From an optimization exercise on the open Yosys and OpenROAD flow, aimed at small area; shortcuts taken in it are not production practice.
The RTL was checked by simulation tests, not by an equivalence proof against the original design.

==> flow/design.v (excerpt) <==
module pong (
	input clk,
	input rst,
	input sw_r_u,
	input sw_r_d,
	input sw_l_u,
	input sw_l_d,
	output reg [9:0] ball_x,
	output [9:0] ball_y,
	output reg [9:0] paddle_r,
	output reg [9:0] paddle_l,
	output [2:0] Red,
	output [2:0] Green,
	output [1:0] Blue,
	output HS,
	output VS
);
	reg [10:0] ih;
	reg [9:0] iv;
	reg [2:0] tq;
	wire line_end = ih[10] & (&ih[3:0]);                   
	wire frame_end = iv[9] & iv[7] & iv[4] & iv[3] & iv[0];  
	wire t15 = (ih[3:0] == 4'b0111);                         
	always @(posedge clk) begin
		if (rst) begin
			ih <= 11'd856;
			iv <= 10'd637;
			tq <= 3'd0;
		end else begin
			if (line_end) begin
				ih <= 11'd0;
				iv <= frame_end ? 10'd0 : iv + 10'd1;
			end else begin
				ih <= ih + 11'd1;
			end
			if (t15)
				tq <= tq + 3'd1;
		end
	end
	wire deb_tick = (ih[2:0] == 3'd3);    
	wire frm_tick = t15 & (&tq);          
	wire sw_0, sw_1, sw_2, sw_3;
	wire [3:0] buttons_out;
	debouncer d0 (.clk(clk), .rst(rst), .en(deb_tick), .switch_input(sw_r_u), .button_press(sw_0));
  ...
For scale: about 760 cells after synthesis, roughly 56 I/O pins, about 5900 um^2 of cells after synthesis.
clock: 20.0 ns
lec_check: 0
cap_margin: 20
core_margin: 2
core_utilization: 40
cts_buf_list: sky130_fd_sc_hd__clkbuf_2 sky130_fd_sc_hd__clkbuf_4 sky130_fd_sc_hd__clkbuf_8
cts_cluster_size: 20
slew_margin: 20
standard.sh (not shown) runs the stock make flow with config.mk's settings and CLKGATE_MAP_FILE= SYNTH_SCRIPT=/design/flow/synth_recipe.tcl, a recipe that flattens the netlist after the stock synthesis.
==> flow/flow/run.sh <==
#!/bin/bash
# Own layout flow: the standard synthesis, then the combinational logic
# re-mapped by ABC for area (registers kept as synthesis named and typed
# them), then the standard ORFS steps with smaller port buffers.
set -euo pipefail
W=$(pwd)
R=$W/orfs/results/sky130hd/pong/base
bash standard.sh synth > $W/1_synth_make.log 2>&1
cp $R/1_2_yosys.v $W/1_2_yosys.std.v
yosys -c $W/flow/reabc.tcl > $W/1_reabc_yosys.log 2>&1
cp $W/1_2_yosys.reabc.v $R/1_2_yosys.v
bash standard.sh finish BUFFER_PORTS_ARGS="-buffer_cell sky130_fd_sc_hd__buf_1" CTS_ARGS="-sink_clustering_enable -repair_clock_nets -dont_use_dummy_load -buf_list {sky130_fd_sc_hd__clkbuf_4 sky130_fd_sc_hd__clkbuf_8 sky130_fd_sc_hd__clkbuf_16} -sink_clustering_size 30 -sink_clustering_max_diameter 60" > $W/2_finish_make.log 2>&1
Other scripts of this flow, unchanged in this note and not shown: flow/flow/area.abc, flow/flow/comb_cells.awk, flow/flow/dont_use.txt, flow/flow/reabc.tcl
Next try:
--- a/flow/flow/run.sh
+++ b/flow/flow/run.sh
@@ -11,2 +11,2 @@
 cp $W/1_2_yosys.reabc.v $R/1_2_yosys.v
-bash standard.sh finish BUFFER_PORTS_ARGS="-buffer_cell sky130_fd_sc_hd__buf_1" CTS_ARGS="-sink_clustering_enable -repair_clock_nets -dont_use_dummy_load -buf_list {sky130_fd_sc_hd__clkbuf_4 sky130_fd_sc_hd__clkbuf_8 sky130_fd_sc_hd__clkbuf_16} -sink_clustering_size 30 -sink_clustering_max_diameter 60" > $W/2_finish_make.log 2>&1
+bash standard.sh finish BUFFER_PORTS_ARGS="-buffer_cell sky130_fd_sc_hd__buf_1" CTS_ARGS="-sink_clustering_enable -repair_clock_nets -dont_use_dummy_load -buf_list {sky130_fd_sc_hd__clkbuf_2 sky130_fd_sc_hd__clkbuf_4 sky130_fd_sc_hd__clkbuf_8} -sink_clustering_size 20" > $W/2_finish_make.log 2>&1
Effect: Setup slack loses 0.048 ns. Global-route usage barely changes. Via count stays flat. Routed wire length stays flat. Clock-buffer cell count stays the same. Design area falls slightly. Cell count is unchanged.

## what the ideal ports hide
How much do the figures lean on ideal ports? The routed layouts below were timed once more, with nothing changed but the port constraints.
Step 1 sets driving cells, clkbuf_16 on the clock port and buf_2 on the other inputs (assumed; they add their load-dependent delay and slew).
Step 2 times the ports against the registers' clock, not the clock port: input delays grow and output delays shrink by t, the midpoint of the rising clock arrivals with the driver on.
Slacks: ideal ports / drivers / drivers and shift; pairs: ideal ports / drivers.
run	t (ns)	setup slack, ns	worst setup path after step 2	slew at the worst register clock pin (ns)	worst data-port slew with drivers (ns)
the first run	0.390	12.493 / 12.452 / 12.842	register to output	0.08 / 0.08	0.03
the second run	0.419	12.445 / 12.408 / 12.828	register to output	0.12 / 0.12	0.03
After both steps every run listed still meets setup and hold.
